Source: an optimization exercise on an open RTL-to-GDS flow (aim: small area and a short achievable clock period). Production flows keep margins and buffers that such runs may drop. In this exercise RTL edits were held to simulation tests only and were not proved equivalent to the original. Power is estimated from default activity; no workload was simulated.

--- flow/config.mk ---
export PLATFORM = sky130hd
export DESIGN_NAME = FSA
export DESIGN_NICKNAME = FSA
export VERILOG_FILES = /design/flow/design.v
export SDC_FILE = /design/flow/constraint.sdc
export NUM_CORES = 4
export LEC_CHECK = 0
export CAP_MARGIN = 20
export CORE_MARGIN = 2
export CORE_UTILIZATION = 40
export SETUP_SLACK_MARGIN = 3
export SLEW_MARGIN = 20
export SYNTH_HIERARCHICAL = 1
--- flow/constraint.sdc ---
create_clock -name core_clock -period 10.0 [get_ports {clk}]
set_input_delay 2.0000 -clock core_clock [delete_from_list [all_inputs] [get_ports {clk}]]
set_output_delay 2.0000 -clock core_clock [all_outputs]
set_load 0.01 [all_outputs]
--- flow/design.v ---
module FSA(clk, rst, Multiplicand, Multiplier, Result);
  input clk, rst;
  input [11:0] Multiplicand;
  input [11:0] Multiplier;
  output reg [23:0] Result;
  wire w1;
  wire w2;
  wire w3;
  wire w4;
  wire w5;
  wire w6;
  wire w7;
  wire w8;
  wire w9;
  wire w10;
  wire w11;
  wire w12;
  wire w13;
  wire w14;
  wire w15;
  wire w16;
  wire w17;
  wire w18;
  wire w19;
  wire w20;
  wire w21;
  wire w22;
  wire w23;
  wire w24;
  wire w25;
  wire w26;
  wire w27;
  wire w28;
  wire w29;
  wire w30;
  wire w31;
  wire w32;
  wire w33;
  wire w34;
  wire w35;
  wire w36;
  wire w37;
  wire w38;
  wire w39;
  wire w40;
  wire w41;
  wire w42;
  wire w43;
  wire w44;
  wire w45;
  wire w46;
  wire w47;
  wire w48;
  wire w49;
  wire w50;
  wire w51;
  wire w52;
  wire w53;
  wire w54;
  wire w55;
  wire w56;
  wire w57;
  wire w58;
  wire w59;
  wire w60;
  wire w61;
  wire w62;
  wire w63;
  wire w64;
  wire w65;
  wire w66;
  wire w67;
  wire w68;
  wire w69;
  wire w70;
  wire w71;
  wire w72;
  wire w73;
  wire w74;
  wire w75;
  wire w76;
  wire w77;
  wire w78;
  wire w79;
  wire w80;
  wire w81;
  wire w82;
  wire w83;
  wire w84;
  wire w85;
  wire w86;
  wire w87;
  wire w88;
  wire w89;
  wire w90;
  wire w91;
  wire w92;
  wire w93;
  wire w94;
  wire w95;
  wire w96;
  wire w97;
  wire w98;
  wire w99;
  wire w100;
  wire w101;
  wire w102;
  wire w103;
  wire w104;
  wire w105;
  wire w106;
  wire w107;
  wire w108;
  wire w109;
  wire w110;
  wire w111;
  wire w112;
  wire w113;
  wire w114;
  wire w115;
  wire w116;
  wire w117;
  wire w118;
  wire w119;
  wire w120;
  wire w121;
  wire w122;
  wire w123;
  wire w124;
  wire w125;
  wire w126;
  wire w127;
  wire w128;
  wire w129;
  wire w130;
  wire w131;
  wire w132;
  wire w133;
  wire w134;
  wire w135;
  wire w136;
  wire w137;
  wire w138;
  wire w139;
  wire w140;
  wire w141;
  wire w142;
  wire w143;
  wire w144;
  wire w145;
  wire w146;
  wire w147;
  wire w148;
  wire w149;
  wire w150;
  wire w151;
  wire w152;
  wire w153;
  wire w154;
  wire w155;
  wire w156;
  wire w157;
  wire w158;
  wire w159;
  wire w160;
  wire w161;
  wire w162;
  wire w163;
  wire w164;
  wire w165;
  wire w166;
  wire w167;
  wire w168;
  wire w169;
  wire w170;
  wire w171;
  wire w172;
  wire w173;
  wire w174;
  wire w175;
  wire w176;
  wire w177;
  wire w178;
  wire w179;
  wire w180;
  wire w181;
  wire w182;
  wire w183;
  wire w184;
  wire w185;
  wire w186;
  wire w187;
  wire w188;
  wire w189;
  wire w190;
  wire w191;
  wire w192;
  wire w193;
  wire w194;
  wire w195;
  wire w196;
  wire w197;
  wire w198;
  wire w199;
  wire w200;
  wire w201;
  wire w202;
  wire w203;
  wire w204;
  wire w205;
  wire w206;
  wire w207;
  wire w208;
  wire w209;
  wire w210;
  wire w211;
  wire w212;
  wire w213;
  wire w214;
  wire w215;
  wire w216;
  wire w217;
  wire w218;
  wire w219;
  wire w220;
  wire w221;
  wire w222;
  wire w223;
  wire w224;
  wire w225;
  wire w226;
  wire w227;
  wire w228;
  wire w229;
  wire w230;
  wire w231;
  wire w232;
  wire w233;
  wire w234;
  wire w235;
  wire w236;
  wire w237;
  wire w238;
  wire w239;
  wire w240;
  wire w241;
  wire w242;
  wire w243;
  wire w244;
  wire w245;
  wire w246;
  wire w247;
  wire w248;
  wire w249;
  wire w250;
  wire w251;
  wire w252;
  wire w253;
  wire w254;
  wire w255;
  wire w256;
  wire w257;
  wire w258;
  wire w259;
  wire w260;
  wire w261;
  wire w262;
  wire w263;
  wire w264;
  wire w265;
  wire w266;
  wire w267;
  wire w268;
  wire w269;
  wire w270;
  wire w271;
  wire w272;
  wire w273;
  wire w274;
  wire w275;
  wire w276;
  wire w277;
  wire w278;
  wire w279;
  wire w280;
  wire w281;
  wire w282;
  wire w283;
  wire w284;
  wire w285;
  wire w286;
  wire w287;
  wire w288;
  wire w289;
  wire w290;
  wire w291;
  wire w292;
  wire w293;
  wire w294;
  wire w295;
  wire w296;
  wire w297;
  wire w298;
  wire w299;
  wire w300;
  wire w301;
  wire w302;
  wire w303;
  wire w304;
  wire w305;
  wire w306;
  wire w307;
  wire w308;
  wire w309;
  wire w310;
  wire w311;
  wire w312;
  wire w313;
  wire w314;
  wire w315;
  wire w316;
  wire w317;
  wire w318;
  wire w319;
  wire w320;
  wire w321;
  wire w322;
  wire w323;
  wire w324;
  wire w325;
  wire w326;
  wire w327;
  wire w328;
  wire w329;
  wire w330;
  wire w331;
  wire w332;
  wire w333;
  wire w334;
  wire w335;
  wire w336;
  wire w337;
  wire w338;
  wire w339;
  wire w340;
  wire w341;
  wire w342;
  wire w343;
  wire w344;
  wire w345;
  wire w346;
  wire w347;
  wire w348;
  wire w349;
  wire w350;
  wire w351;
  wire w352;
  wire w353;
  wire w354;
  wire w355;
  wire w356;
  wire w357;
  wire w358;
  wire w359;
  wire w360;
  wire w361;
  wire w362;
  wire w363;
  wire w364;
  wire w365;
  wire w366;
  wire w367;
  wire w368;
  wire w369;
  wire w370;
  wire w371;
  wire w372;
  wire w373;
  wire w374;
  wire w375;
  wire w376;
  wire w377;
  wire w378;
  wire w379;
  wire w380;
  wire w381;
  wire w382;
  wire w383;
  wire w384;
  wire w385;
  wire w386;
  wire w387;
  wire w388;
  wire w389;
  wire w390;
  wire w391;
  wire w392;
  wire w393;
  wire w394;
  wire w395;
  wire w396;
  wire w397;
  wire w398;
  wire w399;
  wire w400;
  wire w401;
  wire w402;
  wire w403;
  wire w404;
  wire w405;
  wire w406;
  wire w407;
  wire w408;
  wire w409;
  wire w410;
  wire w411;
  wire w412;
  wire w413;
  wire w414;
  wire w415;
  wire w416;
  wire w417;
  wire w418;
  wire w419;
  wire w420;
  wire w421;
  wire w422;
  wire w423;
  wire w424;
  wire w425;
  wire w426;
  wire w427;
  wire w428;
  wire w429;
  wire w430;
  wire w431;
  wire w432;
  wire w433;
  wire w434;
  wire w435;
  wire w436;
  wire w437;
  wire w438;
  wire w439;
  wire w440;
  wire w441;
  wire w442;
  wire w443;
  wire w444;
  wire w445;
  wire w446;
  wire w447;
  wire w448;
  wire w449;
  wire w450;
  wire w451;
  wire w452;
  wire w453;
  wire w454;
  wire w455;
  wire w456;
  wire w457;
  wire w458;
  wire w459;
  wire w460;
  wire w461;
  wire w462;
  wire w463;
  wire w464;
  wire w465;
  wire w466;
  wire w467;
  wire w468;
  wire w469;
  wire w470;
  wire w471;
  wire w472;
  wire w473;
  wire w474;
  wire w475;
  wire w476;
  wire w477;
  wire w478;
  wire w479;
  wire w480;
  wire w481;
  wire w482;
  wire w483;
  wire w484;
  wire w485;
  wire w486;
  wire w487;
  wire w488;
  wire w489;
  wire w490;
  wire w491;
  wire w492;
  wire w493;
  wire w494;
  wire w495;
  wire w496;
  wire w497;
  wire w498;
  wire w499;
  wire w500;
  wire w501;
  wire w502;
  wire w503;
  wire w504;
  wire w505;
  wire w506;
  wire w507;
  wire w508;
  ND2 u1 (Multiplicand[0], Multiplier[0], w1);
  ND2 u2 (Multiplicand[0], Multiplier[1], w2);
  ND2 u3 (Multiplicand[0], Multiplier[2], w3);
  ND2 u4 (Multiplicand[0], Multiplier[3], w4);
  ND2 u5 (Multiplicand[0], Multiplier[4], w5);
  ND2 u6 (Multiplicand[0], Multiplier[5], w6);
  ND2 u7 (Multiplicand[0], Multiplier[6], w7);
  ND2 u8 (Multiplicand[0], Multiplier[7], w8);
  ND2 u9 (Multiplicand[0], Multiplier[8], w9);
  ND2 u10 (Multiplicand[0], Multiplier[9], w10);
  ND2 u11 (Multiplicand[0], Multiplier[10], w11);
  AN2 u12 (Multiplicand[0], Multiplier[11], w12);
  ND2 u13 (Multiplicand[1], Multiplier[0], w13);
  ND2 u14 (Multiplicand[1], Multiplier[1], w14);
  ND2 u15 (Multiplicand[1], Multiplier[2], w15);
  ND2 u16 (Multiplicand[1], Multiplier[3], w16);
  ND2 u17 (Multiplicand[1], Multiplier[4], w17);
  ND2 u18 (Multiplicand[1], Multiplier[5], w18);
  ND2 u19 (Multiplicand[1], Multiplier[6], w19);
  ND2 u20 (Multiplicand[1], Multiplier[7], w20);
  ND2 u21 (Multiplicand[1], Multiplier[8], w21);
  ND2 u22 (Multiplicand[1], Multiplier[9], w22);
  ND2 u23 (Multiplicand[1], Multiplier[10], w23);
  AN2 u24 (Multiplicand[1], Multiplier[11], w24);
  ND2 u25 (Multiplicand[2], Multiplier[0], w25);
  ND2 u26 (Multiplicand[2], Multiplier[1], w26);
  ND2 u27 (Multiplicand[2], Multiplier[2], w27);
  ND2 u28 (Multiplicand[2], Multiplier[3], w28);
  ND2 u29 (Multiplicand[2], Multiplier[4], w29);
  ND2 u30 (Multiplicand[2], Multiplier[5], w30);
  ND2 u31 (Multiplicand[2], Multiplier[6], w31);
  ND2 u32 (Multiplicand[2], Multiplier[7], w32);
  ND2 u33 (Multiplicand[2], Multiplier[8], w33);
  ND2 u34 (Multiplicand[2], Multiplier[9], w34);
  ND2 u35 (Multiplicand[2], Multiplier[10], w35);
  AN2 u36 (Multiplicand[2], Multiplier[11], w36);
  ND2 u37 (Multiplicand[3], Multiplier[0], w37);
  ND2 u38 (Multiplicand[3], Multiplier[1], w38);
  ND2 u39 (Multiplicand[3], Multiplier[2], w39);
  ND2 u40 (Multiplicand[3], Multiplier[3], w40);
  ND2 u41 (Multiplicand[3], Multiplier[4], w41);
  ND2 u42 (Multiplicand[3], Multiplier[5], w42);
  ND2 u43 (Multiplicand[3], Multiplier[6], w43);
  ND2 u44 (Multiplicand[3], Multiplier[7], w44);
  ND2 u45 (Multiplicand[3], Multiplier[8], w45);
  ND2 u46 (Multiplicand[3], Multiplier[9], w46);
  ND2 u47 (Multiplicand[3], Multiplier[10], w47);
  AN2 u48 (Multiplicand[3], Multiplier[11], w48);
  ND2 u49 (Multiplicand[4], Multiplier[0], w49);
  ND2 u50 (Multiplicand[4], Multiplier[1], w50);
  ND2 u51 (Multiplicand[4], Multiplier[2], w51);
  ND2 u52 (Multiplicand[4], Multiplier[3], w52);
  ND2 u53 (Multiplicand[4], Multiplier[4], w53);
  ND2 u54 (Multiplicand[4], Multiplier[5], w54);
  ND2 u55 (Multiplicand[4], Multiplier[6], w55);
  ND2 u56 (Multiplicand[4], Multiplier[7], w56);
  ND2 u57 (Multiplicand[4], Multiplier[8], w57);
  ND2 u58 (Multiplicand[4], Multiplier[9], w58);
  ND2 u59 (Multiplicand[4], Multiplier[10], w59);
  AN2 u60 (Multiplicand[4], Multiplier[11], w60);
  ND2 u61 (Multiplicand[5], Multiplier[0], w61);
  ND2 u62 (Multiplicand[5], Multiplier[1], w62);
  ND2 u63 (Multiplicand[5], Multiplier[2], w63);
  ND2 u64 (Multiplicand[5], Multiplier[3], w64);
  ND2 u65 (Multiplicand[5], Multiplier[4], w65);
  ND2 u66 (Multiplicand[5], Multiplier[5], w66);
  ND2 u67 (Multiplicand[5], Multiplier[6], w67);
  ND2 u68 (Multiplicand[5], Multiplier[7], w68);
  ND2 u69 (Multiplicand[5], Multiplier[8], w69);
  ND2 u70 (Multiplicand[5], Multiplier[9], w70);
  ND2 u71 (Multiplicand[5], Multiplier[10], w71);
  AN2 u72 (Multiplicand[5], Multiplier[11], w72);
  ND2 u73 (Multiplicand[6], Multiplier[0], w73);
  ND2 u74 (Multiplicand[6], Multiplier[1], w74);
  ND2 u75 (Multiplicand[6], Multiplier[2], w75);
  ND2 u76 (Multiplicand[6], Multiplier[3], w76);
  ND2 u77 (Multiplicand[6], Multiplier[4], w77);
  ND2 u78 (Multiplicand[6], Multiplier[5], w78);
  ND2 u79 (Multiplicand[6], Multiplier[6], w79);
  ND2 u80 (Multiplicand[6], Multiplier[7], w80);
  ND2 u81 (Multiplicand[6], Multiplier[8], w81);
  ND2 u82 (Multiplicand[6], Multiplier[9], w82);
  ND2 u83 (Multiplicand[6], Multiplier[10], w83);
  AN2 u84 (Multiplicand[6], Multiplier[11], w84);
  ND2 u85 (Multiplicand[7], Multiplier[0], w85);
  ND2 u86 (Multiplicand[7], Multiplier[1], w86);
  ND2 u87 (Multiplicand[7], Multiplier[2], w87);
  ND2 u88 (Multiplicand[7], Multiplier[3], w88);
  ND2 u89 (Multiplicand[7], Multiplier[4], w89);
  ND2 u90 (Multiplicand[7], Multiplier[5], w90);
  ND2 u91 (Multiplicand[7], Multiplier[6], w91);
  ND2 u92 (Multiplicand[7], Multiplier[7], w92);
  ND2 u93 (Multiplicand[7], Multiplier[8], w93);
  ND2 u94 (Multiplicand[7], Multiplier[9], w94);
  ND2 u95 (Multiplicand[7], Multiplier[10], w95);
  AN2 u96 (Multiplicand[7], Multiplier[11], w96);
  ND2 u97 (Multiplicand[8], Multiplier[0], w97);
  ND2 u98 (Multiplicand[8], Multiplier[1], w98);
  ND2 u99 (Multiplicand[8], Multiplier[2], w99);
  ND2 u100 (Multiplicand[8], Multiplier[3], w100);
  ND2 u101 (Multiplicand[8], Multiplier[4], w101);
  ND2 u102 (Multiplicand[8], Multiplier[5], w102);
  ND2 u103 (Multiplicand[8], Multiplier[6], w103);
  ND2 u104 (Multiplicand[8], Multiplier[7], w104);
  ND2 u105 (Multiplicand[8], Multiplier[8], w105);
  ND2 u106 (Multiplicand[8], Multiplier[9], w106);
  ND2 u107 (Multiplicand[8], Multiplier[10], w107);
  AN2 u108 (Multiplicand[8], Multiplier[11], w108);
  ND2 u109 (Multiplicand[9], Multiplier[0], w109);
  ND2 u110 (Multiplicand[9], Multiplier[1], w110);
  ND2 u111 (Multiplicand[9], Multiplier[2], w111);
  ND2 u112 (Multiplicand[9], Multiplier[3], w112);
  ND2 u113 (Multiplicand[9], Multiplier[4], w113);
  ND2 u114 (Multiplicand[9], Multiplier[5], w114);
  ND2 u115 (Multiplicand[9], Multiplier[6], w115);
  ND2 u116 (Multiplicand[9], Multiplier[7], w116);
  ND2 u117 (Multiplicand[9], Multiplier[8], w117);
  ND2 u118 (Multiplicand[9], Multiplier[9], w118);
  ND2 u119 (Multiplicand[9], Multiplier[10], w119);
  AN2 u120 (Multiplicand[9], Multiplier[11], w120);
  ND2 u121 (Multiplicand[10], Multiplier[0], w121);
  ND2 u122 (Multiplicand[10], Multiplier[1], w122);
  ND2 u123 (Multiplicand[10], Multiplier[2], w123);
  ND2 u124 (Multiplicand[10], Multiplier[3], w124);
  ND2 u125 (Multiplicand[10], Multiplier[4], w125);
  ND2 u126 (Multiplicand[10], Multiplier[5], w126);
  ND2 u127 (Multiplicand[10], Multiplier[6], w127);
  ND2 u128 (Multiplicand[10], Multiplier[7], w128);
  ND2 u129 (Multiplicand[10], Multiplier[8], w129);
  ND2 u130 (Multiplicand[10], Multiplier[9], w130);
  ND2 u131 (Multiplicand[10], Multiplier[10], w131);
  AN2 u132 (Multiplicand[10], Multiplier[11], w132);
  AN2 u133 (Multiplicand[11], Multiplier[0], w133);
  AN2 u134 (Multiplicand[11], Multiplier[1], w134);
  AN2 u135 (Multiplicand[11], Multiplier[2], w135);
  AN2 u136 (Multiplicand[11], Multiplier[3], w136);
  AN2 u137 (Multiplicand[11], Multiplier[4], w137);
  AN2 u138 (Multiplicand[11], Multiplier[5], w138);
  AN2 u139 (Multiplicand[11], Multiplier[6], w139);
  AN2 u140 (Multiplicand[11], Multiplier[7], w140);
  AN2 u141 (Multiplicand[11], Multiplier[8], w141);
  AN2 u142 (Multiplicand[11], Multiplier[9], w142);
  AN2 u143 (Multiplicand[11], Multiplier[10], w143);
  ND2 u144 (Multiplicand[11], Multiplier[11], w144);
  XNOR2 u145 (w3, w14, w145);
  OR2 u146 (w3, w14, w146);
  FA u148 (w4, w15, w26, w147, w148);
  XNOR2 u149 (w37, w146, w149);
  OR2 u150 (w37, w146, w150);
  FA u152 (w5, w16, w27, w151, w152);
  FA u154 (w38, w49, w148, w153, w154);
  XNOR2 u155 (w150, w151, w155);
  OR2 u156 (w150, w151, w156);
  FA u158 (w6, w17, w28, w157, w158);
  FA u160 (w39, w50, w61, w159, w160);
  FA u162 (w152, w157, w159, w161, w162);
  XNOR2 u163 (w156, w154, w163);
  OR2 u164 (w156, w154, w164);
  FA u166 (w7, w18, w29, w165, w166);
  FA u168 (w40, w51, w62, w167, w168);
  FA u170 (w73, w158, w160, w169, w170);
  FA u172 (w165, w167, w162, w171, w172);
  XNOR2 u173 (w169, w164, w173);
  OR2 u174 (w169, w164, w174);
  FA u176 (w8, w19, w30, w175, w176);
  FA u178 (w41, w52, w63, w177, w178);
  FA u180 (w74, w85, w166, w179, w180);
  FA u182 (w168, w175, w177, w181, w182);
  FA u184 (w170, w179, w181, w183, w184);
  XNOR2 u185 (w174, w172, w185);
  OR2 u186 (w174, w172, w186);
  FA u188 (w9, w20, w31, w187, w188);
  FA u190 (w42, w53, w64, w189, w190);
  FA u192 (w75, w86, w97, w191, w192);
  FA u194 (w176, w178, w187, w193, w194);
  FA u196 (w189, w191, w180, w195, w196);
  FA u198 (w182, w193, w195, w197, w198);
  XNOR2 u199 (w184, w186, w199);
  OR2 u200 (w184, w186, w200);
  FA u202 (w10, w21, w32, w201, w202);
  FA u204 (w43, w54, w65, w203, w204);
  FA u206 (w76, w87, w98, w205, w206);
  FA u208 (w109, w188, w190, w207, w208);
  FA u210 (w192, w201, w203, w209, w210);
  FA u212 (w205, w194, w207, w211, w212);
  FA u214 (w209, w196, w211, w213, w214);
  XNOR2 u215 (w200, w198, w215);
  OR2 u216 (w200, w198, w216);
  FA u218 (w11, w22, w33, w217, w218);
  FA u220 (w44, w55, w66, w219, w220);
  FA u222 (w77, w88, w99, w221, w222);
  FA u224 (w110, w121, w202, w223, w224);
  FA u226 (w204, w206, w217, w225, w226);
  FA u228 (w219, w221, w208, w227, w228);
  FA u230 (w210, w223, w225, w229, w230);
  FA u232 (w212, w227, w229, w231, w232);
  XNOR2 u233 (w214, w231, w233);
  OR2 u234 (w214, w231, w234);
  FA u236 (w23, w34, w45, w235, w236);
  FA u238 (w56, w67, w78, w237, w238);
  FA u240 (w89, w100, w111, w239, w240);
  FA u242 (w122, w12, w133, w241, w242);
  FA u244 (w218, w220, w222, w243, w244);
  FA u246 (w235, w237, w239, w245, w246);
  FA u248 (w241, w224, w226, w247, w248);
  FA u250 (w243, w245, w228, w249, w250);
  FA u252 (w247, w230, w249, w251, w252);
  XNOR2 u253 (w232, w234, w253);
  OR2 u254 (w232, w234, w254);
  HA u256 (w35, w46, w255, w256);
  FA u258 (w57, w68, w79, w257, w258);
  FA u260 (w90, w101, w112, w259, w260);
  FA u262 (w123, w24, w134, w261, w262);
  FA u264 (w255, w236, w238, w263, w264);
  FA u266 (w240, w257, w259, w265, w266);
  FA u268 (w242, w261, w244, w267, w268);
  FA u270 (w246, w263, w265, w269, w270);
  FA u272 (w248, w267, w269, w271, w272);
  FA u274 (w250, w271, w252, w273, w274);
  FA u276 (w47, w58, w69, w275, w276);
  FA u278 (w80, w91, w102, w277, w278);
  FA u280 (w113, w124, w36, w279, w280);
  FA u282 (w135, w256, w258, w281, w282);
  FA u284 (w260, w275, w277, w283, w284);
  FA u286 (w262, w279, w264, w285, w286);
  FA u288 (w266, w281, w283, w287, w288);
  FA u290 (w268, w285, w270, w289, w290);
  FA u292 (w287, w272, w289, w291, w292);
  FA u294 (w59, w70, w81, w293, w294);
  FA u296 (w92, w103, w114, w295, w296);
  FA u298 (w125, w48, w136, w297, w298);
  FA u300 (w276, w278, w293, w299, w300);
  FA u302 (w295, w280, w297, w301, w302);
  FA u304 (w282, w284, w299, w303, w304);
  FA u306 (w301, w286, w288, w305, w306);
  FA u308 (w303, w290, w305, w307, w308);
  FA u310 (w71, w82, w93, w309, w310);
  FA u312 (w104, w115, w126, w311, w312);
  FA u314 (w60, w137, w294, w313, w314);
  FA u316 (w296, w309, w311, w315, w316);
  FA u318 (w298, w300, w313, w317, w318);
  FA u320 (w315, w302, w317, w319, w320);
  FA u322 (w304, w306, w319, w321, w322);
  FA u324 (w83, w94, w105, w323, w324);
  FA u326 (w116, w127, w72, w325, w326);
  FA u328 (w138, w310, w312, w327, w328);
  FA u330 (w323, w325, w314, w329, w330);
  FA u332 (w316, w327, w318, w331, w332);
  FA u334 (w329, w331, w320, w333, w334);
  FA u336 (w95, w106, w117, w335, w336);
  FA u338 (w128, w84, w139, w337, w338);
  FA u340 (w324, w335, w326, w339, w340);
  FA u342 (w337, w328, w339, w341, w342);
  FA u344 (w330, w341, w332, w343, w344);
  FA u346 (w107, w118, w129, w345, w346);
  FA u348 (w96, w140, w336, w347, w348);
  FA u350 (w345, w338, w347, w349, w350);
  FA u352 (w340, w349, w342, w351, w352);
  FA u354 (w119, w130, w108, w353, w354);
  FA u356 (w141, w346, w353, w355, w356);
  FA u358 (w348, w355, w350, w357, w358);
  FA u360 (w131, w120, w142, w359, w360);
  FA u362 (w354, w359, w356, w361, w362);
  FA u364 (w132, w143, w360, w363, w364);
  NR2 u365 (w2, w13, w365);
  XOR2 u366 (w2, w13, w366);
  ND2 u367 (w2, w13, w367);
  NR2 u368 (w25, w145, w368);
  XOR2 u369 (w25, w145, w369);
  ND2 u370 (w25, w145, w370);
  NR2 u371 (w147, w149, w371);
  XOR2 u372 (w147, w149, w372);
  ND2 u373 (w147, w149, w373);
  NR2 u374 (w153, w155, w374);
  XOR2 u375 (w153, w155, w375);
  ND2 u376 (w153, w155, w376);
  NR2 u377 (w161, w163, w377);
  XOR2 u378 (w161, w163, w378);
  ND2 u379 (w161, w163, w379);
  NR2 u380 (w171, w173, w380);
  XOR2 u381 (w171, w173, w381);
  ND2 u382 (w171, w173, w382);
  NR2 u383 (w183, w185, w383);
  XOR2 u384 (w183, w185, w384);
  ND2 u385 (w183, w185, w385);
  NR2 u386 (w197, w199, w386);
  XOR2 u387 (w197, w199, w387);
  ND2 u388 (w197, w199, w388);
  NR2 u389 (w213, w215, w389);
  XOR2 u390 (w213, w215, w390);
  ND2 u391 (w213, w215, w391);
  NR2 u392 (w216, w233, w392);
  XOR2 u393 (w216, w233, w393);
  ND2 u394 (w216, w233, w394);
  NR2 u395 (w251, w253, w395);
  XOR2 u396 (w251, w253, w396);
  ND2 u397 (w251, w253, w397);
  NR2 u398 (w254, w273, w398);
  XOR2 u399 (w254, w273, w399);
  ND2 u400 (w254, w273, w400);
  NR2 u401 (w274, w291, w401);
  XOR2 u402 (w274, w291, w402);
  ND2 u403 (w274, w291, w403);
  NR2 u404 (w292, w307, w404);
  XOR2 u405 (w292, w307, w405);
  ND2 u406 (w292, w307, w406);
  NR2 u407 (w308, w321, w407);
  XOR2 u408 (w308, w321, w408);
  ND2 u409 (w308, w321, w409);
  NR2 u410 (w322, w333, w410);
  XOR2 u411 (w322, w333, w411);
  ND2 u412 (w322, w333, w412);
  NR2 u413 (w334, w343, w413);
  XOR2 u414 (w334, w343, w414);
  ND2 u415 (w334, w343, w415);
  NR2 u416 (w344, w351, w416);
  XOR2 u417 (w344, w351, w417);
  ND2 u418 (w344, w351, w418);
  NR2 u419 (w352, w357, w419);
  XOR2 u420 (w352, w357, w420);
  ND2 u421 (w352, w357, w421);
  NR2 u422 (w358, w361, w422);
  XOR2 u423 (w358, w361, w423);
  ND2 u424 (w358, w361, w424);
  NR2 u425 (w362, w363, w425);
  XOR2 u426 (w362, w363, w426);
  ND2 u427 (w362, w363, w427);
  NR2 u428 (w144, w364, w428);
  XOR2 u429 (w144, w364, w429);
  ND2 u430 (w144, w364, w430);
  AOI21 u431 (w370, w365, w368, w431);
  AOI21 u432 (w376, w371, w374, w432);
  ND2 u433 (w376, w373, w433);
  AOI21 u434 (w382, w377, w380, w434);
  ND2 u435 (w382, w379, w435);
  AOI21 u436 (w388, w383, w386, w436);
  ND2 u437 (w388, w385, w437);
  AOI21 u438 (w394, w389, w392, w438);
  ND2 u439 (w394, w391, w439);
  AOI21 u440 (w400, w395, w398, w440);
  ND2 u441 (w400, w397, w441);
  AOI21 u442 (w406, w401, w404, w442);
  ND2 u443 (w406, w403, w443);
  AOI21 u444 (w412, w407, w410, w444);
  ND2 u445 (w412, w409, w445);
  AOI21 u446 (w418, w413, w416, w446);
  ND2 u447 (w418, w415, w447);
  AOI21 u448 (w424, w419, w422, w448);
  ND2 u449 (w424, w421, w449);
  AOI21 u450 (w430, w425, w428, w450);
  ND2 u451 (w430, w427, w451);
  OAI21 u452 (w433, w431, w432, w452);
  OAI21 u453 (w437, w434, w436, w453);
  NR2 u454 (w437, w435, w454);
  OAI21 u455 (w441, w438, w440, w455);
  NR2 u456 (w441, w439, w456);
  OAI21 u457 (w445, w442, w444, w457);
  NR2 u458 (w445, w443, w458);
  OAI21 u459 (w449, w446, w448, w459);
  NR2 u460 (w449, w447, w460);
  AOI21 u461 (w454, w452, w453, w461);
  AOI21 u462 (w458, w455, w457, w462);
  ND2 u463 (w458, w456, w463);
  OAI21 u464 (w463, w461, w462, w464);
  INV u465 (w461, w465);
  AOI21 u466 (w456, w465, w455, w466);
  AOI21 u467 (w460, w464, w459, w467);
  INV u468 (w452, w468);
  OAI21 u469 (w435, w468, w434, w469);
  OAI21 u470 (w439, w461, w438, w470);
  OAI21 u471 (w443, w466, w442, w471);
  INV u472 (w464, w472);
  OAI21 u473 (w447, w472, w446, w473);
  OAI21 u474 (w451, w467, w450, w474);
  INV u475 (w431, w475);
  AOI21 u476 (w373, w475, w371, w476);
  AOI21 u477 (w379, w452, w377, w477);
  AOI21 u478 (w385, w469, w383, w478);
  AOI21 u479 (w391, w465, w389, w479);
  AOI21 u480 (w397, w470, w395, w480);
  INV u481 (w466, w481);
  AOI21 u482 (w403, w481, w401, w482);
  AOI21 u483 (w409, w471, w407, w483);
  AOI21 u484 (w415, w464, w413, w484);
  AOI21 u485 (w421, w473, w419, w485);
  INV u486 (w467, w486);
  AOI21 u487 (w427, w486, w425, w487);
  XNOR2 u488 (w369, w365, w488);
  XOR2 u489 (w372, w431, w489);
  XOR2 u490 (w375, w476, w490);
  XNOR2 u491 (w378, w452, w491);
  XOR2 u492 (w381, w477, w492);
  XNOR2 u493 (w384, w469, w493);
  XOR2 u494 (w387, w478, w494);
  XOR2 u495 (w390, w461, w495);
  XOR2 u496 (w393, w479, w496);
  XNOR2 u497 (w396, w470, w497);
  XOR2 u498 (w399, w480, w498);
  XOR2 u499 (w402, w466, w499);
  XOR2 u500 (w405, w482, w500);
  XNOR2 u501 (w408, w471, w501);
  XOR2 u502 (w411, w483, w502);
  XNOR2 u503 (w414, w464, w503);
  XOR2 u504 (w417, w484, w504);
  XNOR2 u505 (w420, w473, w505);
  XOR2 u506 (w423, w485, w506);
  XOR2 u507 (w426, w467, w507);
  XOR2 u508 (w429, w487, w508);
  wire [23:0] prodn = {w474, w508, w507, w506, w505, w504, w503, w502, w501, w500, w499, w498, w497, w496, w495, w494, w493, w492, w491, w490, w489, w488, ~w366, w1};
  always @(posedge clk) begin
    if (rst)
      Result <= 24'd0;
    else
      Result <= ~prodn;
  end
endmodule
module AN2(a, b, y);
  input a, b;
  output y;
  assign y = a & b;
endmodule
module AOI21(a1, a2, b, y);
  input a1, a2, b;
  output y;
  assign y = ~((a1 & a2) | b);
endmodule
module INV(a, y);
  input a;
  output y;
  assign y = ~a;
endmodule
module ND2(a, b, y);
  input a, b;
  output y;
  assign y = ~(a & b);
endmodule
module NR2(a, b, y);
  input a, b;
  output y;
  assign y = ~(a | b);
endmodule
module OAI21(a1, a2, b, y);
  input a1, a2, b;
  output y;
  assign y = ~((a1 | a2) & b);
endmodule
module OR2(a, b, y);
  input a, b;
  output y;
  assign y = a | b;
endmodule
module XNOR2(a, b, y);
  input a, b;
  output y;
  assign y = ~(a ^ b);
endmodule
module XOR2(a, b, y);
  input a, b;
  output y;
  assign y = a ^ b;
endmodule
module FA(a, b, c, s, co);
  input a, b, c;
  output s, co;
  assign s = a ^ b ^ c;
  assign co = (a & b) | (a & c) | (b & c);
endmodule
module HA(a, b, s, co);
  input a, b;
  output s, co;
  assign s = a ^ b;
  assign co = a & b;
endmodule
--- flow/flow/run.sh ---
#!/bin/bash
set -euo pipefail
here=$(pwd)
export IN_BUF=${IN_BUF:-sky130_fd_sc_hd__buf_4}
bash standard.sh "BUFFER_PORTS_ARGS=-buffer_cell sky130_fd_sc_hd__buf_1" \
  "POST_GLOBAL_PLACE_TCL=$here/flow/inbuf.tcl" finish > make.log 2>&1
--- flow/flow/inbuf.tcl ---
# Resize the buffers that buffer_ports put on the input ports (not the clock,
# which buffer_ports leaves alone) to $::env(IN_BUF).
set n 0
foreach inst [[ord::get_db_block] getInsts] {
  set name [$inst getName]
  if { [string match "input*" $name] && [[$inst getMaster] getName] eq "sky130_fd_sc_hd__buf_1" } {
    replace_cell $name $::env(IN_BUF)
    incr n
  }
}
puts "inbuf.tcl: resized $n input buffers to $::env(IN_BUF)"
--- flow/standard.sh ---
#!/bin/bash
# synth_recipe.tcl (not shown) runs the flow's synth.tcl, then flattens the netlist and writes it again
# the make line also repeats each setting of config.mk as NAME=value (left out here)
make -C /OpenROAD-flow-scripts/flow DESIGN_CONFIG=/design/flow/config.mk WORK_HOME=/design/flow/orfs CLKGATE_MAP_FILE= SYNTH_SCRIPT=/design/flow/synth_recipe.tcl "${@:-finish}"
==> results of run 1 <==
synthesized netlist by cell type:
cell type  instances
and2_1            22
fa_1              99
o21ai_1           11
nor2b_1            1
or2_1             10
xnor2_1           17
nand2_1          154
buf_6              2
a21oi_2           25
ha_1               1
xor2_1            36
dfxtp_1           24
inv_1              6
nor2_1            49
layout make-up:
type / instances / area, um2 / area share (%)
Timing Repair Buffer: 49 / 278 / 5.90
Multi-Input combinational cell: 425 / 3700 / 78.6
Tap cell: 136 / 170 / 3.62
Sequential cell: 24 / 480 / 10.2
Clock buffer: 4 / 55.1 / 1.17
Inverter: 6 / 22.5 / 0.478
worst max-delay path: stages:
cell	delay, ns
buf_4	0.18
nand2_1	0.10
fa_1	0.45
fa_1	0.42
fa_1	0.38
fa_1	0.47
fa_1	0.39
fa_1	0.49
nand2_1	0.12
nand2_1	0.08
nor2_1	0.16
nand2_1	0.07
o21ai_1	0.37
inv_1	0.11
o21ai_1	0.25
a21oi_2	0.09
xor2_1	0.18
nor2_1	0.07
power by group through the flow:
stage | clock, mW | sequential [mW] | combinational (mW)
2_1_floorplan | 0 | 0.168 | 0.918
3_3_place_gp | 0 | 0.150 | 1.15
3_5_place_dp | 0 | 0.151 | 1.17
4_1_cts | 0.0654 | 0.148 | 1.18
5_1_grt | 0.0685 | 0.150 | 1.32
6_report | 0.0625 | 0.147 | 1.16
Yosys stat by module, one instance, submodules excluded, a selection:
module,flip-flops and latches,times used,area (um2),cells inside
INV,0,6,3.75,1
FSA,24,1,596,50
ND2,0,154,3.75,1
HA,0,1,12.5,1
NR2,0,26,3.75,1
XOR2,0,36,8.76,1
kinds of logic (layout without fill, tap and decap cells):
logic type | Yosys count | in the layout | synth area share (%)
compound gates | 36 | 36 | 6.48
fa+ha+maj | 100 | 100 | 47.2
xor+xnor | 53 | 53 | 11.0
flops | 24 | 24 | 11.4
buf+inv | 8 | 59 | 1.07
simple gates | 236 | 236 | 22.9
per-layer routing:
layer / global-route usage (%) / up-vias
li1: - / 1511
met1: 23.2 / 1687
met2: 39.2 / 71
met3: 1.82 / 12
met4: 3.34 / 0
met5: 0 / -
cell usage in the layout (no fill, tap or decap), drive strengths merged:
cell type	instances
o21ai	11
or2	10
inv	6
a21oi	25
xnor2	17
nor2	49
fa	99
buf	49
ha	1
nand2	154
dfxtp	24
and2	22
clkbuf	4
xor2	36
nor2b	1
path summary, 6_finish.rpt:
check | to | slack, ns | depth (start not counted)
setup / recovery | Result[20] | 3.77 | 18
hold / removal | Result[2] | 2.07 | 2
stage by stage:
| stage | setup WS [ns] | utilization, % | hold WS [ns] | power [mW] |
|---|---|---|---|---|
| final | 3.77 | 45.8 | 2.07 | 1.37 |
| after global placement | 3.16 | 44.4 | 2.39 | 1.30 |
| after detailed placement | 3.49 | 45.3 | 2.34 | 1.33 |
| after global routing | 3.45 | 45.8 | 2.08 | 1.54 |
| after floorplan | 4.06 | - | 2.07 | 1.09 |
| after CTS | 3.75 | 45.8 | 2.07 | 1.40 |
==> impl_metrics.tcl, run 1 <==
set metrics [dict create \
    max_freq_mhz 160 \
    peakVddDrop_mv 0.188 \
    die_y_um 107 \
    yosysTopAreaCell "fa_1" \
    cp-start-kind "primary input" \
    cts_tree "built" \
    power.share.combinational_pct 84.7 \
    place_area_um2 4650 \
    seq_area_frac_synth_pct 11.4 \
    min_period_over_period_pct 62.3 \
    cp.required_ns 10.14 \
    drcViolationCount 0 \
    postCtsSetupBuffers 0 \
    fp.dieW_um 107 \
    cts_root_buffer "clkbuf_8" \
    cts.repair.resized 0 \
    p_sw_uw 706 \
    nFillCells 1031 \
    status "no timing/DRC/antenna violations" \
    cts_made_buffers 3 \
    port_buffers 49 \
    design_area_um2 4710 \
    grt_pass1_wl_um 17700 \
    rsz0062_at_grt "false" \
    io_pins 50 \
    cp-startpoint "Multiplicand[0]" \
    synth_cells 457 \
    grt_pass1_vias 3785 \
    intPower_uw 663 \
    initial_utilization_pct 41.1 \
    finalNonFillerCells 644 \
    nNetsFinal 635 \
    dp.cells 640 \
    grtUsageTotal_pct 19.8 \
    worstSetupPathType "in2reg" \
    row_count 37 \
    finalHoldViolCount 0 \
    via_count 3281 \
    tightest_slew_ns 0.444 \
    largest_reg_flops 24 \
    wl_met2_um 5760 \
    pwr-share-seq_pct 10.7 \
    period_needed_ns 6.23 \
    drt_wl_total_um 10200 \
    top_register "Result" \
    leakagePower_nw 1.77 \
    setup.worst_path.end_class "flip-flop" \
    yosys.area.top_type_share_pct 46.9 \
    top_layer "met4" \
    top_regs "Result: 24 flops" \
    sw_frac_of_total_pct 51.5 \
    powerDensity_nw_per_um2 291 \
    timing.slew.headroom_pct 70.2 \
    maxSlewViolCount 0 \
    cts_sinks 24 \
    first_pass_iters 4 \
    ys_ff_latch 24 \
    synth_nets 583 \
    dieArea_um2 11400 \
    antenna_left 0 \
    clk_pin_slew_ns 0.08 \
    antennaDiodeCount 0 \
    yosysWarnings 7 \
    area_growth_pct 11.4 \
    cp.arrival_ns 6.38 \
    ys_top_cells_by_area "fa_1 (47%), nand2_1 (14%), dfxtp_1 (11%), xor2_1 (7.5%), a21oi_2 (5.2%)" \
    wl_met1_um 4040 \
    grt_remaining_overflow 0 \
    dp_hpwl_um 8190 \
    drtIter0Drc 135 \
    final.setup.tns_ns 0 \
    cts_hold_buf 0 \
    avgSynthCellArea_um2 9.25 \
    drv_cap 0 \
    antenna_found_initial 0 \
    htreeDepth 1 \
    viasPerCell 5.09 \
    hold_path.class "in2reg" \
    drive_above_1_share_pct 10.6 \
    detail_route.wl_per_cell_um 15.9 \
    crit_fanout 12 \
    wl_met3_um 300 \
    core_um2 10300 \
    holdCritStartpoint "rst" \
    syn_area_um2 4230 \
    finalSetupViolCount 0 \
    synth_cell_types 14 \
    pwr-share-clk_pct 4.6 \
    grt_max_degree 25 \
    clockBufferDepth 2 \
]
==> run 2: changes to the inputs <==
==> flow/flow/run.sh (replaced) <==
#!/bin/bash
# Own layout flow: the standard layout (standard.sh), except that the
# port buffers are small buffers instead of the resizer's default choice.
# Each tool's output goes to a log of its own here (make.log holds the ORFS
# make run, with its per-step logs under orfs/logs).
set -euo pipefail
BUF=${PORT_BUF:-sky130_fd_sc_hd__buf_1}
bash standard.sh "BUFFER_PORTS_ARGS=-buffer_cell $BUF" finish > make.log 2>&1
removed: flow/flow/inbuf.tcl
==> run 2 against run 1 <==
  * Clock power is essentially flat
  * Die area unchanged
  * Critical path type unchanged
  * Sequential power is essentially flat
  * Global-route usage about the same
  * Combinational power about the same
  * Critical path depth did not move
  * Final area is 1.9% lower
  * Flip-flop and latch count unchanged
  * Power decreased by 0.44%
  * Non-clock buffer count unchanged
  * Utilization shrank 0.88 points
==> impl_metrics.tcl, run 2 <==
set metrics [dict create \
    finalWeightedCongestion 0.839 \
    cts.repair.resized 0 \
    cp-start-kind "primary input" \
    cts_hold_buf 0 \
    area_growth_pct 9.24 \
    synth_cells 457 \
    syn_area_um2 4230 \
    ys_ff_latch 24 \
    antenna_found_initial 0 \
    clk_pin_slew_ns 0.08 \
    row_count 37 \
    period_needed_ns 6.64 \
    dieArea_um2 11400 \
    synth_cell_types 14 \
    detail_route.wl_per_cell_um 15.9 \
    worstSetupPathType "in2reg" \
    finalHoldViolCount 0 \
    min_period_over_period_pct 66.4 \
    port_buffers 49 \
    fp.dieW_um 107 \
    holdWs_ns 2.22 \
    finalSetupViolCount 0 \
    status "no timing/DRC/antenna violations" \
    leakagePower_nw 1.68 \
    synth-main-ff-cell "dfxtp_1" \
    drive_above_1_share_pct 6.30 \
    fin_util_pct 44.9 \
    final.setup.tns_ns 0 \
    grtUsageTotal_pct 19.7 \
    yosysWarnings 7 \
    whs_path_depth 3 \
    initial_utilization_pct 41.1 \
    cp.arrival_ns 6.74 \
    ys_top_cells_by_area "fa_1 (47%), nand2_1 (14%), dfxtp_1 (11%), xor2_1 (7.5%), a21oi_2 (5.2%)" \
    drcViolationCount 0 \
    max_freq_mhz 151 \
    grt_remaining_overflow 0 \
    post-place-ws_ns 3.02 \
    cp-startpoint "Multiplicand[1]" \
    setup.worst_path.end_class "flip-flop" \
    dp_hpwl_um 8160 \
    grt_max_degree 25 \
    synth-edff-count 0 \
    io_pins 50 \
    drv_cap 0 \
    nFillCells 1061 \
    post-route-worst-setup-slack_ns 3.36 \
    timing.slew.headroom_pct 33.9 \
    antenna_left 0 \
    multi_input_area_um2 3700 \
    viasPerCell 5.05 \
    grt_pass1_wl_um 17700 \
    cp.required_ns 10.11 \
    first_pass_iters 4 \
    peakVddDrop_mv 0.172 \
    cts_made_buffers 3 \
    dp.cells 640 \
    regArea_um2 480 \
    holdCritStartpoint "Multiplicand[0]" \
    powerDensity_nw_per_um2 295 \
    synth_nets 583 \
    final_cell_mix "nand2_1 (154), fa_1 (99), nor2_1 (49)" \
    antennaDiodeCount 0 \
    yosys.area.top_type_share_pct 46.9 \
    cts_root_buffer "clkbuf_8" \
    cts_sinks 24 \
    seq_area_frac_synth_pct 11.4 \
    grt_pass1_vias 3757 \
    rsz0062_at_grt "false" \
    yosysMostFrequentCell "nand2_1" \
    core_um2 10300 \
    nNetsFinal 635 \
    finalNonFillerCells 644 \
    die_y_um 107 \
    top_register "Result" \
    final_common_cell "nand2_1" \
    drtIter0Drc 94 \
    avgSynthCellArea_um2 9.25 \
    top_regs "Result: 24 flops" \
    clockBufferDepth 2 \
    yosysTopAreaCell "fa_1" \
    htreeDepth 1 \
    cts_tree "built" \
    largest_reg_flops 24 \
    crit_fanout 12 \
    hold_path.class "in2reg" \
    via_count 3251 \
    maxSlewViolCount 0 \
    tightest_slew_ns 0.992 \
    yosys-top-cells-count "nand2_1 (154), fa_1 (99), nor2_1 (49), xor2_1 (36), a21oi_2 (25)" \
    drt_wl_total_um 10200 \
    synthArstFlopShare_pct 0 \
    postCtsSetupBuffers 0 \
]
run 2: cell counts after synthesis:
No cell type changed its count.
run 2: worst paths after layout:
kind,to,slack [ns]
min,Result[0],2.22
max,Result[20],3.36
run 2: logic make-up after synthesis:
logic type               Yosys count  share of synthesized area, %
adder cells (fa/ha/maj)          100                          47.2
buffers and inverters              8                          1.07
AO/OA/AOI/OAI                     36                          6.48
flip-flops                        24                          11.4
XOR/XNOR                          53                          11.0
AND/OR/NAND/NOR                  236                          22.9
run 2: modules after synthesis, one instance, submodules excluded, excerpt:
module  copies in the design  cells inside  cell area [um2]  flip-flops and latches
AN2                       22             1             6.26                       0
INV                        6             1             3.75                       0
OAI21                     11             1             5.00                       0
HA                         1             1             12.5                       0
AOI21                     25             1             8.76                       0
XOR2                      36             1             8.76                       0
XNOR2                     17             1             8.76                       0
FSA                        1            50              596                      24
ND2                      154             1             3.75                       0
OR2                       10             1             6.26                       0
NR2                       26             1             3.75                       0
run 2: worst max-delay path, stage by stage:
cell and delay (ns):
buf_1 0.51, nand2_1 0.17, fa_1 0.44, fa_1 0.42
fa_1 0.38, fa_1 0.48, fa_1 0.39, fa_1 0.49
nand2_1 0.12, nand2_1 0.08, nor2_1 0.16, nand2_1 0.07
o21ai_1 0.36, inv_1 0.10, o21ai_1 0.24, a21oi_2 0.09
xor2_1 0.17, nor2_1 0.07
run 2: metrics by stage:
| step | cell area, um2 | total power [mW] |
|---|---|---|
| 3_3_place_gp | 4560 | 1.30 |
| 4_1_cts | 4610 | 1.39 |
| 2_1_floorplan | 4230 | 1.09 |
| 5_1_grt | 4620 | 1.54 |
| 3_5_place_dp | 4560 | 1.32 |
| 6_report | 4620 | 1.36 |
run 2: power by group:
part	switching, mW	internal, mW
registers	0.00812	0.139
clock network	0.0276	0.0350
logic	0.668	0.485
total	0.704	0.659
run 2: cell type report:
class	instances	share of cell area [%]
flip-flops and latches	24	10.4
inverters	6	0.488
well taps	136	3.69
clock buffers	4	1.19
multi-input cells	425	80.2
repair buffers	49	4.07
run 2: routing by layer:
layer  part of all wire [%]  GRT usage (%)
met1                     39           23.0
met2                     57           39.5
met3                    2.7           1.95
met4                   0.79           2.69
met5                      0              0

separate check: timing with driven ports:
In the flow no input, the clock included, has a driving cell. The finished layouts below were timed again as built, in two steps. Step 1, drivers: a clkbuf_16 drives clk and a buf_2 each remaining input, both assumed. Step 2 moves the port delays by t, midway between the first and last clock arrival at a register: inputs arrive t later, outputs are due t later. That takes back most of the time a late clock gives input paths. a / b / c = no drivers / after step 1 / after step 2; a / b = the first two.
| run | t, ns | setup WS [ns] | worst register clock-pin slew, ns | worst slew at a driven data input, ns |
|---|---|---|---|---|
| run 1 | 0.281 | 3.768 / 3.770 / 3.490 | 0.08 / 0.08 | 0.03 |
| run 2 | 0.281 | 3.363 / 3.364 / 3.082 | 0.08 / 0.08 | 0.03 |
After both steps every run listed still meets setup and hold. For run 2, which loses most, drivers alone change the setup slack by +0.001 ns; drivers and shift together by -0.281 ns.
